This is an optimization exercise on Yosys and OpenROAD, whose aim is small area, a short achievable clock period and few clock cycles per item, not a production implementation. The RTL was checked by simulation tests, not by an equivalence proof against the original design. Power figures rest on the tool's default switching activity, not on a simulated workload.

==> design.v <==
module d_ff (
	input wire d, clk, clr,
	output reg q,
	output wire qBar
);
	always @(posedge clk) begin
		if (clr)
			q <= 1'b0;
		else
			q <= d;
	end
	assign qBar = ~q;
endmodule
module counter #(
	parameter n = 8) (
	input wire [n-1:0] in,
	input wire D, en, load, rst, clk,
	output wire [n-1:0] out,
	output wire cout
);
	wire [n-1:0] Dout, Din;
	wire [n-2:0] Cout;
	HAS has0 (	.D(D),
				.Q(out[0]),
				.Cin(en),
				.Dout(Dout[0]),
				.Cout(Cout[0])
	);
	HAS has_n_1 (  	.D(D),
					.Q(out[n-1]),
					.Cin(Cout[n-2]),
					.Dout(Dout[n-1]),
					.Cout(cout)
	);
	generate
		genvar i;
		for (i=1; i<n-1; i=i+1) begin: HAS
			HAS has_i (	 	.Dout(Dout[i]),
							.Cout(Cout[i]),
							.D(D),
							.Q(out[i]),
							.Cin(Cout[i-1])
			);
		end 
		for (i=0; i<n; i=i+1) begin: MUX
			Mux2_1Bit mux_i (  .Y(Din[i]),
									   	   .D0(Dout[i]),
									       .D1(in[i]),
									       .S(load)
			);
		end
		for (i=0; i<n; i=i+1) begin: DFF
			d_ff dff_i (	 .d(Din[i]),
								    .clk(clk),
								    .q(out[i]),
								    .clr(rst)
			);
		end
	endgenerate
endmodule
module HAS (
	input wire D, Q, Cin,
	output wire Dout, Cout
);
	wire QBar, DBar, w1, w2;
	not n0 (QBar, Q);
	not n1 (DBar, D);
	and a0 (w1, D, Cin, QBar);
	and a1 (w2, Q, Cin, DBar);
	xor x0 (Dout, Q, Cin);
	or o0 (Cout, w1, w2);
endmodule
module Mux2_1Bit(
	input wire D0, D1, S,
	output wire Y
);
	wire Sbar, w0, w1;
	not n0 (Sbar, S);
	and a0 (w0, Sbar, D0);
	and a1 (w1, S, D1);
	or (Y, w0, w1);
endmodule
module comparator (
    input wire [7:0] a, b,
    output wire g, e, l
);
    assign g = a > b ? 1'b1 : 1'b0;
    assign e = a == b ? 1'b1 : 1'b0;
    assign l = a < b ? 1'b1 : 1'b0;
endmodule
module rotr #(
    parameter n = 1)(
    input wire [31:0] in,
    output wire [31:0] out
);
    assign out = { in[n-1:0], in[31:n] };
endmodule
module shr #(
    parameter n = 1)(
    input wire [31:0] in,
    output wire [31:0] out
);
    assign out = { {n{1'b0}}, in[31:n] };
endmodule
module sigma0 (
    input wire [31:0] in,
    output wire [31:0] out
);
    wire [31:0] rsl [2:0];
    rotr #(7) inst_0 (in, rsl[0]);
    rotr #(18) inst_1 (in, rsl[1]);
    shr #(3) inst_2 (in, rsl[2]);
    assign out = rsl[0] ^ rsl[1] ^ rsl[2];  
endmodule
module sigma1 (
    input wire [31:0] in,
    output wire [31:0] out
);
    wire [31:0] rsl [2:0];
    rotr #(17) inst_0 (in, rsl[0]);
    rotr #(19) inst_1 (in, rsl[1]);
    shr #(10) inst_2 (in, rsl[2]);
    assign out = rsl[0] ^ rsl[1] ^ rsl[2];  
endmodule
module usigma0 (
    input wire [31:0] in,
    output wire [31:0] out
);
    wire [31:0] rsl [2:0];
    rotr #(2) inst_0 (in, rsl[0]);
    rotr #(13) inst_1 (in, rsl[1]);
    rotr #(22) inst_2 (in, rsl[2]);
    assign out = rsl[0] ^ rsl[1] ^ rsl[2];  
endmodule
module usigma1 (
    input wire [31:0] in,
    output wire [31:0] out
);
    wire [31:0] rsl [2:0];
    rotr #(6) inst_0 (in, rsl[0]);
    rotr #(11) inst_1 (in, rsl[1]);
    rotr #(25) inst_2 (in, rsl[2]);
    assign out = rsl[0] ^ rsl[1] ^ rsl[2];  
endmodule
module ch (
    input wire [31:0] e, f, g,
    output wire [31:0] out
);
    assign out = (e & f) ^ (~e & g);
endmodule
module maj (
    input wire [31:0] a, b, c,
    output wire [31:0] out
);
    assign out = (a & b) ^ (a & c) ^ (b & c);
endmodule
module K (
	input wire [5:0] in,
	output reg [31:0] out
);
	always @(*) begin
		case (in)
			6'd0: out = 32'h428a2f98;
			6'd1: out = 32'h71374491;
			6'd2: out = 32'hb5c0fbcf;
			6'd3: out = 32'he9b5dba5;
			6'd4: out = 32'h3956c25b;
			6'd5: out = 32'h59f111f1;
			6'd6: out = 32'h923f82a4;
			6'd7: out = 32'hab1c5ed5;
			6'd8: out = 32'hd807aa98;
			6'd9: out = 32'h12835b01;
			6'd10: out = 32'h243185be;
			6'd11: out = 32'h550c7dc3;
			6'd12: out = 32'h72be5d74;
			6'd13: out = 32'h80deb1fe;
			6'd14: out = 32'h9bdc06a7;
			6'd15: out = 32'hc19bf174;
			6'd16: out = 32'he49b69c1;
			6'd17: out = 32'hefbe4786;
			6'd18: out = 32'h0fc19dc6;
			6'd19: out = 32'h240ca1cc;
			6'd20: out = 32'h2de92c6f;
			6'd21: out = 32'h4a7484aa;
			6'd22: out = 32'h5cb0a9dc;
			6'd23: out = 32'h76f988da;
			6'd24: out = 32'h983e5152;
			6'd25: out = 32'ha831c66d;
			6'd26: out = 32'hb00327c8;
			6'd27: out = 32'hbf597fc7;
			6'd28: out = 32'hc6e00bf3;
			6'd29: out = 32'hd5a79147;
			6'd30: out = 32'h06ca6351;
			6'd31: out = 32'h14292967;
			6'd32: out = 32'h27b70a85;
			6'd33: out = 32'h2e1b2138;
			6'd34: out = 32'h4d2c6dfc;
			6'd35: out = 32'h53380d13;
			6'd36: out = 32'h650a7354;
			6'd37: out = 32'h766a0abb;
			6'd38: out = 32'h81c2c92e;
			6'd39: out = 32'h92722c85;
			6'd40: out = 32'ha2bfe8a1;
			6'd41: out = 32'ha81a664b;
			6'd42: out = 32'hc24b8b70;
			6'd43: out = 32'hc76c51a3;
			6'd44: out = 32'hd192e819;
			6'd45: out = 32'hd6990624;
			6'd46: out = 32'hf40e3585;
			6'd47: out = 32'h106aa070;
			6'd48: out = 32'h19a4c116;
			6'd49: out = 32'h1e376c08;
			6'd50: out = 32'h2748774c;
			6'd51: out = 32'h34b0bcb5;
			6'd52: out = 32'h391c0cb3;
			6'd53: out = 32'h4ed8aa4a;
			6'd54: out = 32'h5b9cca4f;
			6'd55: out = 32'h682e6ff3;
			6'd56: out = 32'h748f82ee;
			6'd57: out = 32'h78a5636f;
			6'd58: out = 32'h84c87814;
			6'd59: out = 32'h8cc70208;
			6'd60: out = 32'h90befffa;
			6'd61: out = 32'ha4506ceb;
			6'd62: out = 32'hbef9a3f7;
			6'd63: out = 32'hc67178f2;
			default: out = 32'h0;
		endcase
	end
endmodule
module message_scheduler(
  input wire over_15, clk, en,
  input wire [31:0] padded_message,
  output wire [31:0] W
);
  wire [31:0] sig0, sig1;
  reg [31:0] Reg [15:0];
  sigma0 inst0 (  .in(Reg[1]),
                  .out(sig0)
  );
  sigma1 inst1 (  .in(Reg[14]),
                  .out(sig1)
  );  
  assign W = over_15 ? sig1 + Reg[9] + sig0 + Reg[0] : padded_message;
  always @(posedge clk) begin 
    if (en) begin
    Reg[15] <= W;
    Reg[14] <= Reg[15];
    Reg[13] <= Reg[14];
    Reg[12] <= Reg[13];
    Reg[11] <= Reg[12];
    Reg[10] <= Reg[11];
    Reg[9] <= Reg[10];
    Reg[8] <= Reg[9];
    Reg[7] <= Reg[8];
    Reg[6] <= Reg[7];
    Reg[5] <= Reg[6];
    Reg[4] <= Reg[5];
    Reg[3] <= Reg[4];
    Reg[2] <= Reg[3];
    Reg[1] <= Reg[2];
    Reg[0] <= Reg[1];
    end
  end
endmodule
module hash_computation (
	input wire clk, en, select_value,
	input wire [31:0] Wi, Ki, 
	input wire [255:0] digest_in,
	output wire [255:0]	digest_out
);	
	reg [31:0] a, b, c, d, e, f, g, h;
	wire [31:0]	maj_rsl, ch_rsl, usig0, usig1, w0, w1, w2, w3, w4, w5, ai, bi, ci, di, ei, fi, gi, hi;
	usigma0 inst0 (	.in(a),
					.out(usig0)
	);
	usigma1 inst1 (	.in(e),
					.out(usig1)
	);
	maj inst2 (	.a(a),
				.b(b),
				.c(c),
				.out(maj_rsl)
	);
	ch inst3 (	.e(e),
				.f(f),
				.g(g),
				.out(ch_rsl)
	);
	assign w0 = Ki + usig1;
	assign w1 = Wi + ch_rsl;
	assign w2 = h + usig0;
	assign w3 = h + d;
	assign w4 = w0 + w1;
	assign w5 = w2 + maj_rsl;
	assign ai = w4 + w5;
	assign bi = a;
	assign ci = b;
	assign di = c;
	assign ei = w4 + w3;
	assign fi = e;
	assign gi = f;
	assign hi = g;
	always@ (posedge clk) begin
		if (select_value | en) begin
		a <= select_value ? digest_in[255:224] 	: ai;
		b <= select_value ? digest_in[223:192] 	: bi;
		c <= select_value ? digest_in[191:160] 	: ci;
		d <= select_value ? digest_in[159:128] 	: di;
		e <= select_value ? digest_in[127:96] 	: ei;
		f <= select_value ? digest_in[95:64] 	: fi;
		g <= select_value ? digest_in[63:32] 	: gi;
		h <= select_value ? digest_in[31:0] 	: hi;
		end
	end
	assign digest_out = {a, b, c, d, e, f, g, h};
endmodule
module core (
	input wire en, clk, rst, load_hash_val, initial_hash_val, update_hash_val, done,
	input wire [31:0] padded_message,
	output wire [255:0] hash_val,
	output wire finish_loop,
	output wire [4:0] addr
);
	reg [255:0] result;
	wire [255:0] digest_in, digest_out, H0;
	wire [31:0] Wi, Ki;
	wire [7:0] index;
	wire over_15;
	assign H0 = { 32'h6a09e667, 32'hbb67ae85, 32'h3c6ef372, 32'ha54ff53a, 32'h510e527f, 32'h9b05688c, 32'h1f83d9ab, 32'h5be0cd19 };
	counter inst0 (	.in(8'b10000000),
					.D(1'b0), 
					.en(en),
					.load(1'b0), 
					.rst(rst),
					.clk(clk), 
					.out(index)
	);
	assign addr = index[6] ? index[4:0] + 5'd16 : index[4:0];
	comparator inst1 (	.a(8'd63),
						.b({ 2'b0, index[5:0] }),
						.e(finish_loop)
	);
	comparator inst2 (	.a(8'd15),
						.b({ 2'b0, index[5:0] }),
						.l(over_15)
	);
	K inst3 (	.in(index[5:0]),
				.out(Ki)
	);
	message_scheduler inst4 (	.over_15(over_15),
								.clk(clk),
								.en(en),
								.padded_message(padded_message),
								.W(Wi)
	);
	assign digest_in = initial_hash_val ? H0 : result;
	hash_computation inst5 (	.clk(clk),
							.en(en),
							.select_value(load_hash_val),
							.Wi(Wi),
							.Ki(Ki),
							.digest_in(digest_in),
							.digest_out(digest_out)
	);
	always @(posedge clk) begin
		if (initial_hash_val)
			result <= H0;
		else if (update_hash_val)
			result <= {	result[255:224] + digest_out[255:224],
						result[223:192] + digest_out[223:192],
						result[191:160] + digest_out[191:160],
						result[159:128] + digest_out[159:128],
						result[127:96] + digest_out[127:96],
						result[95:64] + digest_out[95:64],
						result[63:32] + digest_out[63:32],
						result[31:0] + digest_out[31:0]};
	end
	assign hash_val = result;
endmodule
module Regfile_8to32b(
	input wire clk, rst,
	input wire [7:0] data,addr_wr,
	input wire [4:0] addr_rd,
	output wire [31:0] data_rd
);
reg [7:0] Reg [127:0];
integer i;
assign data_rd = addr_rd == 5'd0 ? {Reg[0], Reg[1], Reg[2], Reg[3]} : 
				 addr_rd == 5'd1 ? {Reg[4], Reg[5], Reg[6], Reg[7]} : 
				 addr_rd == 5'd2 ? {Reg[8], Reg[9], Reg[10], Reg[11]} :
				 addr_rd == 5'd3 ? {Reg[12], Reg[13], Reg[14], Reg[15]} :
				 addr_rd == 5'd4 ? {Reg[16], Reg[17], Reg[18], Reg[19]} :
				 addr_rd == 5'd5 ? {Reg[20], Reg[21], Reg[22], Reg[23]} :
				 addr_rd == 5'd6 ? {Reg[24], Reg[25], Reg[26], Reg[27]} :
				 addr_rd == 5'd7 ? {Reg[28], Reg[29], Reg[30], Reg[31]} :
				 addr_rd == 5'd8 ? {Reg[32], Reg[33], Reg[34], Reg[35]} :
				 addr_rd == 5'd9 ? {Reg[36], Reg[37], Reg[38], Reg[39]} :
				 addr_rd == 5'd10 ? {Reg[40], Reg[41], Reg[42], Reg[43]} :
				 addr_rd == 5'd11 ? {Reg[44], Reg[45], Reg[46], Reg[47]} :
				 addr_rd == 5'd12 ? {Reg[48], Reg[49], Reg[50], Reg[51]} :
				 addr_rd == 5'd13 ? {Reg[52], Reg[53], Reg[54], Reg[55]} :
				 addr_rd == 5'd14 ? {Reg[56], Reg[57], Reg[58], Reg[59]} :
				 addr_rd == 5'd15 ? {Reg[60], Reg[61], Reg[62], Reg[63]} :
				 addr_rd == 5'd16 ? {Reg[64], Reg[65], Reg[66], Reg[67]} :
				 addr_rd == 5'd17 ? {Reg[68], Reg[69], Reg[70], Reg[71]} :
				 addr_rd == 5'd18 ? {Reg[72], Reg[73], Reg[74], Reg[75]} :
				 addr_rd == 5'd19 ? {Reg[76], Reg[77], Reg[78], Reg[79]} :
				 addr_rd == 5'd20 ? {Reg[80], Reg[81], Reg[82], Reg[83]} :
				 addr_rd == 5'd21 ? {Reg[84], Reg[85], Reg[86], Reg[87]} :
				 addr_rd == 5'd22 ? {Reg[88], Reg[89], Reg[90], Reg[91]} :
				 addr_rd == 5'd23 ? {Reg[92], Reg[93], Reg[94], Reg[95]} :
				 addr_rd == 5'd24 ? {Reg[96], Reg[97], Reg[98], Reg[99]} :
				 addr_rd == 5'd25 ? {Reg[100], Reg[101], Reg[102], Reg[103]} :
				 addr_rd == 5'd26 ? {Reg[104], Reg[105], Reg[106], Reg[107]} :
				 addr_rd == 5'd27 ? {Reg[108], Reg[109], Reg[110], Reg[111]} :
				 addr_rd == 5'd28 ? {Reg[112], Reg[113], Reg[114], Reg[115]} :
				 addr_rd == 5'd29 ? {Reg[116], Reg[117], Reg[118], Reg[119]} :
				 addr_rd == 5'd30 ? {Reg[120], Reg[121], Reg[122], Reg[123]} :
				 addr_rd == 5'd31 ? {Reg[124], Reg[125], Reg[126], Reg[127]} : 0;
always @(posedge clk) begin
   if (rst) begin
     for (i = 0; i < 128; i = i + 1)begin
       Reg[i] <= 0;
     end
   end
 else begin
     Reg[addr_wr[6:0]] <= data;
  end
end 
endmodule
module padding (
	input wire en, data_valid, data_len_sel, clk, rst, select,
	input wire [4:0] addr_rd,
	input wire [7:0] data,
	output wire [1:0] blocks_num,
	output wire[31:0] padded_message
);
	wire [7:0] a, b, d, e, count_out;
	wire [15:0] count_a;
	counter count (	.clk(clk),
					.en(en & data_valid),
					.rst(rst),
					.out(count_out),
					.D(1'b0),
					.load(1'b0),
					.in(8'hff)
	);
	comparator comp(.a(count_out),
					.b(8'd55),
					.g(blocks_num[0])
	);
	assign count_a = { 5'b0, count_out, 3'b0 };
	assign a = (en & data_valid) ? data : 8'b10000000; 
	assign b = data_len_sel == 0 ? a : (select == 0 ? count_a[15:8] : count_a[7:0]);
	assign d = blocks_num[0] ? (select == 0 ? 8'd126 : 8'd127) : (select == 0 ? 8'd62 : 8'd63);
	assign e = data_len_sel == 0 ? count_out : d;
	Regfile_8to32b RF(	.addr_rd(addr_rd), 
						.clk(clk),
						.addr_wr(e),
						.rst(rst),
						.data(b),
						.data_rd(padded_message)
	);
	assign blocks_num[1] = 1'b0;
endmodule
module datapath (
    input wire clk,
    input wire [7:0] message,
    input wire padding_en, padding_clr, rst, core_rst, core_en, load_hash_val, initial_hash_val, update_hash_val, load_blocks_num, len_hi_lo_sel, data_len_sel, data_valid, done,
    output wire finish_loop, is_zero,
    output wire [255:0] result
);
    wire[31:0] padded_message;
    wire [4:0] addr_rd;
    wire [1:0] blocks_num, block_index;
    padding inst0 ( .data_valid(data_valid),
                    .data_len_sel(data_len_sel),
                    .clk(clk),
                    .rst(rst | padding_clr),
                    .en(padding_en),
                    .select(len_hi_lo_sel),
                    .addr_rd(addr_rd),
                    .data(message),
                    .blocks_num(blocks_num),
                    .padded_message(padded_message)
    );
    core inst1 (    .rst(core_rst),
                    .en(core_en),
                    .clk(clk),
                    .load_hash_val(load_hash_val),
                    .initial_hash_val(initial_hash_val),
                    .update_hash_val(update_hash_val),
                    .done(done),
                    .padded_message(padded_message),
                    .finish_loop(finish_loop),
                    .addr(addr_rd),
                    .hash_val(result)
    );
    counter #(2) inst2 (    .clk(clk),
                            .in(blocks_num + 2'b1),
                            .D(1'b1),
                            .en(finish_loop & core_en),
                            .load(load_blocks_num),
                            .rst(rst),
                            .out(block_index)
    );
    assign is_zero = ~(block_index[1] | block_index[0]);
endmodule
module next_state(
    input wire [3:0] in,
    input wire start, data_valid, is_zero, finish_loop,
    output wire [3:0] out
);
    assign out =    in == 4'd0 ? (start ? 4'd1 : 4'd0) :
                    in == 4'd1 ? (data_valid ? 4'd1 : 4'd2) :
                    in == 4'd2 ? 4'd3 :
                    in == 4'd3 ? 4'd4 :
                    in == 4'd4 ? 4'd5 :
                    in == 4'd5 ? 4'd6 :
                    in == 4'd6 ? 4'd7 :
                    in == 4'd7 ? (finish_loop ? 4'd8 : 4'd7) :
                    in == 4'd8 ? (is_zero ? 4'd9 : 4'd6) :
                    in == 4'd9 ? 4'd0 : 4'd0;
endmodule
module current_state (
    input wire [3:0] in,
    input wire clk, rst,
    output wire [3:0] out
);
    d_ff ff [3:0] ( .d(in),
                    .clk(clk),
                    .clr(rst),
                    .q(out)
    );
endmodule
module Output (
    input wire [3:0] in,
    output reg padding_en, padding_clr, core_rst, core_en, load_hash_val, initial_hash_val, update_hash_val, load_blocks_num, len_hi_lo_sel, data_len_sel, done
);
    always@ (in) begin
        padding_en      = 1'b0;
        padding_clr     = 1'b0;
        core_rst        = 1'b0;
        core_en         = 1'b0;
        load_hash_val   = 1'b0;
        initial_hash_val= 1'b0;
        update_hash_val = 1'b0;
        load_blocks_num = 1'b0;
        len_hi_lo_sel   = 1'b0;
        data_len_sel    = 1'b0;
        done            = 1'b0;
        case (in)
            4'd0: begin
                padding_clr = 1'b1;
            end
            4'd1: begin
                padding_en = 1'b1;
            end
            4'd2: begin
                core_rst = 1'b1;
                load_blocks_num = 1'b1;
            end
            4'd3: begin
                len_hi_lo_sel = 1'b0;
                data_len_sel = 1'b1;
            end
            4'd4: begin
                len_hi_lo_sel = 1'b1;
                data_len_sel = 1'b1;
            end
            4'd5: begin
                initial_hash_val = 1'b1;
                load_hash_val = 1'b1;
            end
            4'd6: begin
                load_hash_val = 1'b1;
            end
            4'd7: begin
                core_en = 1'b1; 
            end
            4'd8: begin
                update_hash_val = 1'b1;
            end
            4'd9: begin
                done = 1'b1;
            end
            default: begin
            end
        endcase
    end
endmodule
module control_unit(
    input wire start, rst, clk, data_valid, is_zero, finish_loop,
    output wire padding_en, padding_clr, core_rst, core_en, load_hash_val, initial_hash_val, update_hash_val, load_blocks_num, len_hi_lo_sel, data_len_sel, done
);
    wire [3:0] q, qNext;
    next_state inst0 (  .in(q),
                        .start(start),
                        .data_valid(data_valid),
                        .is_zero(is_zero),
                        .finish_loop(finish_loop),
                        .out(qNext)
    );
    current_state inst1 (   .in(qNext),
                            .clk(clk),
                            .rst(rst),
                            .out(q)
    );
    Output inst2 (  .in(q),
                    .padding_en(padding_en),
                    .padding_clr(padding_clr),
                    .core_rst(core_rst),
                    .core_en(core_en),
                    .load_hash_val(load_hash_val),
                    .initial_hash_val(initial_hash_val),
                    .update_hash_val(update_hash_val),
                    .load_blocks_num(load_blocks_num),
                    .len_hi_lo_sel(len_hi_lo_sel),
                    .data_len_sel(data_len_sel),
                    .done(done)
    );
endmodule
module SHA256 (
    input wire start, rst, clk, data_valid,
    input wire [7:0] in,
    output wire [255:0] result,
    output wire done
);
    wire padding_en, padding_clr, core_rst, core_en, load_hash_val, initial_hash_val, update_hash_val, load_blocks_num, len_hi_lo_sel, data_len_sel, finish_loop, is_zero;
    control_unit inst0 (    .start(start),
                            .rst(rst),
                            .clk(clk),
                            .data_valid(data_valid),
                            .is_zero(is_zero),
                            .finish_loop(finish_loop),
                            .padding_en(padding_en),
                            .padding_clr(padding_clr),
                            .core_rst(core_rst),
                            .core_en(core_en),
                            .load_hash_val(load_hash_val),
                            .initial_hash_val(initial_hash_val),
                            .update_hash_val(update_hash_val),
                            .load_blocks_num(load_blocks_num),
                            .len_hi_lo_sel(len_hi_lo_sel),
                            .data_len_sel(data_len_sel),
                            .done(done)
    );
    datapath inst1 (    .message(in),
                        .data_valid(data_valid),
                        .clk(clk),
                        .rst(rst),
                        .padding_en(padding_en),
                        .padding_clr(padding_clr),
                        .core_rst(core_rst),
                        .core_en(core_en),
                        .load_hash_val(load_hash_val),
                        .initial_hash_val(initial_hash_val),
                        .update_hash_val(update_hash_val),
                        .load_blocks_num(load_blocks_num),
                        .len_hi_lo_sel(len_hi_lo_sel),
                        .data_len_sel(data_len_sel),
                        .finish_loop(finish_loop),
                        .is_zero(is_zero),
                        .result(result),
                        .done(done)
    );
endmodule
==> run.sh <==
#!/bin/bash
# synth_recipe.tcl (not shown) runs the flow's synth.tcl, then flattens the netlist and writes it again
# the make line also repeats each setting of config.mk as NAME=value (left out here)
make -C /OpenROAD-flow-scripts/flow DESIGN_CONFIG=/design/flow/config.mk WORK_HOME=/design/flow/orfs CLKGATE_MAP_FILE= SYNTH_SCRIPT=/design/flow/synth_recipe.tcl finish
==> config.mk <==
export PLATFORM = sky130hd
export DESIGN_NAME = SHA256
export DESIGN_NICKNAME = SHA256
export VERILOG_FILES = /design/flow/design.v
export SDC_FILE = /design/flow/constraint.sdc
export NUM_CORES = 4
export LEC_CHECK = 0
export CAP_MARGIN = 20
export CORE_MARGIN = 2
export CORE_UTILIZATION = 40
export SLEW_MARGIN = 20
==> constraint.sdc <==
create_clock -name core_clock -period 11.0 [get_ports {clk}]
set_input_delay 2.2000 -clock core_clock [delete_from_list [all_inputs] [get_ports {clk}]]
set_output_delay 2.2000 -clock core_clock [all_outputs]
set_load 0.01 [all_outputs]
==> results.sh <==
export IMPL_status="no timing/DRC/antenna violations"
export IMPL_wl_um=439000
export IMPL_drtAntennaViolNets=0
export IMPL_htree_levels=4
export IMPL_postCtsHoldBufs=0
export IMPL_groute_layer_met3_usage=0.0676
export IMPL_drv_cap=0
export IMPL_relSlewSlack=0.126
export IMPL_cts_root_buf="clkbuf_16"
export IMPL_insertion_delay_ps=940
export IMPL_grt_pass1_wl_um=615000
export IMPL_synth_top_flop_cell="edfxtp_1"
export IMPL_syn_num_nets=11000
export IMPL_avgRoutedWirePerCell_um=30.1
export IMPL_final_setup_skew_ps=89.8
export IMPL_dr_pass1_iters=9
export IMPL_cts_buffer_depth=4
export IMPL_power_leakage_nw=47.4
export IMPL_placed_area_um2=119000
export IMPL_max_clock_freq_mhz=93.3
export IMPL_rows=193
export IMPL_max_slew_worst_pin_slew_ps=1310
export IMPL_worstPathArrival_ps=11500
export IMPL_holdPathStages=0
export IMPL_endpoint_kind="register"
export IMPL_required_ps=11790
export IMPL_crit_type="register to register"
export IMPL_grt_pass1_vias=82900
export IMPL_ctsResizeCount=1
export IMPL_period_minus_slack_ps=10720
export IMPL_synth_edf_count=1792
export IMPL_slew_violations=0
export IMPL_drt_iter0_markers=13600
export IMPL_io_pins=269
export IMPL_initial_core_util=0.401
export IMPL_cp_start_kind="register"
export IMPL_async_flop_share=0
export IMPL_fin_setup_tns_ps=0
export IMPL_final_nets=11300
export IMPL_rsz0062_at_grt="false"
export IMPL_yosys_warnings=13
export IMPL_setup_viol=0
export IMPL_cts_clk_slew_worst_paths_ps=60
export IMPL_grt_max_degree=189
export IMPL_dp_hpwl_um=314000
export IMPL_yosysSeqAreaShare=0.542
export IMPL_cts_sinks=2101
export IMPL_numCtsBuffers=227
export IMPL_drive_gt1_frac=0.0856
export IMPL_area_delta_synth_final_pct=14.2
export IMPL_final_area_um2=126000
export IMPL_die_area_um2=281000
export IMPL_cts_setup_buffers=0
export IMPL_fin_util=0.458
export IMPL_fp_coreArea_um2=276000
export IMPL_hp_class="register to register"
export IMPL_drc=0
export IMPL_gr_max_usage_layer="met2"
export IMPL_cts_tree="built"
export IMPL_place_congestion=1.01
export IMPL_powerDensity_nw_per_um2=142
export IMPL_ir_worst_vdd_uv=125
export IMPL_final_common_cell="edfxtp_1"
export IMPL_critPathMostFrequentCell="a21oi_1"
export IMPL_period_share=0.974
export IMPL_ys_types=94
export IMPL_grt_util_met1=0.426
export IMPL_syn_inst=10400
export IMPL_worst_r2r_path_depth=36
export IMPL_cpMaxStageDelayCell="a2111oi_1"
export IMPL_track_usage=0.303
export IMPL_viasPerCell=6.08
export IMPL_cp_slowest_stage_delay_ps=930
export IMPL_hold_viol_final=0
export IMPL_layout_common_cells="1792 x edfxtp_1, 1438 x nor2_1, 1190 x nand2_1"
export IMPL_io_buffers=268
export IMPL_dieHeight_um=530
export IMPL_vias=88500
export IMPL_ys_seq_elements=2101
export IMPL_antenna_found_initial=19
export IMPL_gr_total_overflow=0
export IMPL_critical_path_max_fanout=32
export IMPL_synthesis_area_um2=111000
export IMPL_dieWidth_um=530
export IMPL_gr_usage_met2=0.442
export IMPL_synth_avg_cell_area_um2=10.7
## kinds of logic (layout without fill, tap and decap cells)
logic type,Yosys count,after routing,share of synthesized area
AND/OR/NAND/NOR,3386,3386,0.131
multiplexers,151,151,0.0181
other,0,13,0
AO/OA/AOI/OAI,2410,2410,0.136
XOR/XNOR,561,561,0.0446
adder cells (fa/ha/maj),660,660,0.0893
buffers and inverters,1117,1566,0.0384
flip-flops,2101,2101,0.542
## cells in the mapped netlist, types with 21 or more instances
master | count | share of area
edfxtp_1 | 1792 | 0.49
nor2_1 | 1444 | 0.049
nand2_1 | 1200 | 0.041
o21ai_0 | 679 | 0.031
a21oi_1 | 642 | 0.029
clkbuf_1 | 528 | 0.018
inv_1 | 508 | 0.017
ha_1 | 406 | 0.046
xnor2_1 | 373 | 0.030
dfxtp_1 | 309 | 0.056
fa_1 | 226 | 0.041
xor2_1 | 186 | 0.015
nor3_1 | 139 | 0.0063
o211ai_1 | 132 | 0.0090
a21o_1 | 128 | 0.0087
nand3b_1 | 128 | 0.0087
nand3_1 | 124 | 0.0056
o22ai_1 | 101 | 0.0057
a31oi_1 | 80 | 0.0045
o21a_1 | 78 | 0.0053
a22oi_1 | 75 | 0.0051
mux2i_1 | 70 | 0.0063
a221oi_1 | 64 | 0.0051
nand2b_1 | 64 | 0.0036
a211oi_1 | 61 | 0.0041
nor2b_1 | 57 | 0.0032
mux2_2 | 46 | 0.0047
buf_1 | 43 | 0.0015
o221ai_1 | 40 | 0.0032
or3_1 | 39 | 0.0022
o21bai_1 | 38 | 0.0026
o31ai_1 | 37 | 0.0025
and3_1 | 36 | 0.0020
mux4_2 | 35 | 0.0071
buf_2 | 32 | 0.0014
nor4_1 | 31 | 0.0018
maj3_1 | 28 | 0.0025
a222oi_1 | 26 | 0.0024
and2_1 | 26 | 0.0015
nand4_1 | 25 | 0.0014
or2_2 | 22 | 0.0012
a2111oi_0 | 21 | 0.0017
o2111ai_1 | 21 | 0.0017
## final cells by class
class / instances / area, µm²
diodes: 13 / 32.5
clock buffers: 274 / 5940
clock inverters: 138 / 1270
fillers: 25600 / 149000
inverters: 511 / 1930
multi-input cells: 7168 / 46800
flip-flops and latches: 2101 / 60000
well taps: 3705 / 4640
repair buffers: 643 / 5660
## power breakdown
part	switching [mW]	total (mW)	internal (mW)
clock	3.36	7.65	4.29
sequential	0.112	8.94	8.83
combinational	0.856	1.35	0.496
total	4.33	17.9	13.6
## critical path: cells and delay by family (launching register included)
| family | cells | cell delay (ps) |
|---|---|---|
| multiplexers | 1 | 580 |
| adder cells (fa/ha/maj) | 5 | 2100 |
| buffers and inverters | 5 | 780 |
| AND/OR/NAND/NOR | 4 | 560 |
| flip-flops | 1 | 480 |
| XOR/XNOR | 2 | 400 |
| AO/OA/AOI/OAI | 19 | 5610 |
## per-stage QoR
step	total power, mW	setup slack, ps	cells	hold slack [ps]
2_1_floorplan	9.81	-55.6	10400	400
3_3_place_gp	10.4	-10.9	14100	400
3_5_place_dp	10.4	-26.4	14100	405
4_1_cts	17.9	27.9	14500	356
5_1_grt	18.4	4.87	14500	349
6_report	17.9	285	14600	358
## metal layers
layer | vias to the layer above | part of all wire | wire length, µm
met2 | 6015 | 0.42 | 184000
met1 | 43500 | 0.40 | 176000
met3 | 1202 | 0.12 | 52100
li1 | 37700 | - | -
met5 | - | 0.000093 | 41
met4 | 6 | 0.060 | 26400
## state kept, by name, indices dropped and copies added (netlist names)
signal / flops
inst0.inst1.ff.q: 4
inst1.inst0.RF.Reg: 1024
inst1.inst0.count.DFF.dff_i.q: 8
inst1.inst1.inst0.DFF.dff_i.q: 7
inst1.inst1.inst4.Reg: 512
inst1.inst1.inst5.Ki: 32
inst1.inst1.inst5.a: 32
inst1.inst1.inst5.b: 32
inst1.inst1.inst5.c: 32
inst1.inst1.inst5.d: 32
inst1.inst1.inst5.e: 32
inst1.inst1.inst5.f: 32
inst1.inst1.inst5.g: 32
inst1.inst1.inst5.h: 32
inst1.inst1.result: 256
inst1.inst2.DFF.dff_i.q: 2
## worst paths after layout
| kind | from | end | slack [ps] |
|---|---|---|---|
| min reg2reg | inst1.inst1.inst4.Reg[11][1] | inst1.inst1.inst4.Reg[10][1] | 360 |
| max reg2reg | inst1.inst1.inst0.DFF[0].dff_i.q | inst1.inst1.inst5.a[31] | 280 |
| max | inst1.inst1.inst0.DFF[0].dff_i.q | inst1.inst1.inst5.a[31] | 280 |
| min | inst1.inst1.inst4.Reg[11][1] | inst1.inst1.inst4.Reg[10][1] | 360 |
Testbench counts, summed over its fixed seeds: cycles 55,465, messages 320.

-- static timing again, ports no longer ideal --
No port has a modelled driver above. Below, the same layout with a new extraction and two added sets of constraints. Step 1 (the two cells are an assumption about what drives the block):
set clk [get_ports {clk}]
set_driving_cell -lib_cell sky130_fd_sc_hd__clkbuf_16 $clk
set_driving_cell -lib_cell sky130_fd_sc_hd__buf_2 [delete_from_list [all_inputs] $clk]
Step 2 times the ports against the registers' clock, not the clock port: input delays grow and output delays shrink by t, the midpoint of the rising clock arrivals with the driver on. Slacks: ideal / step 1 / step 2; pairs: ideal / step 1.
t, ns: 1.009
setup WS [ns]: 0.285 / 0.285 / 0.285
hold WS [ns]: 0.358 / 0.358 / 0.358
clock arrival spread, ns: 0.097 / 0.096
After both steps setup and hold are still met in this run. For this run, drivers alone change the setup slack by 0.000 ns; drivers and shift together by 0.000 ns.
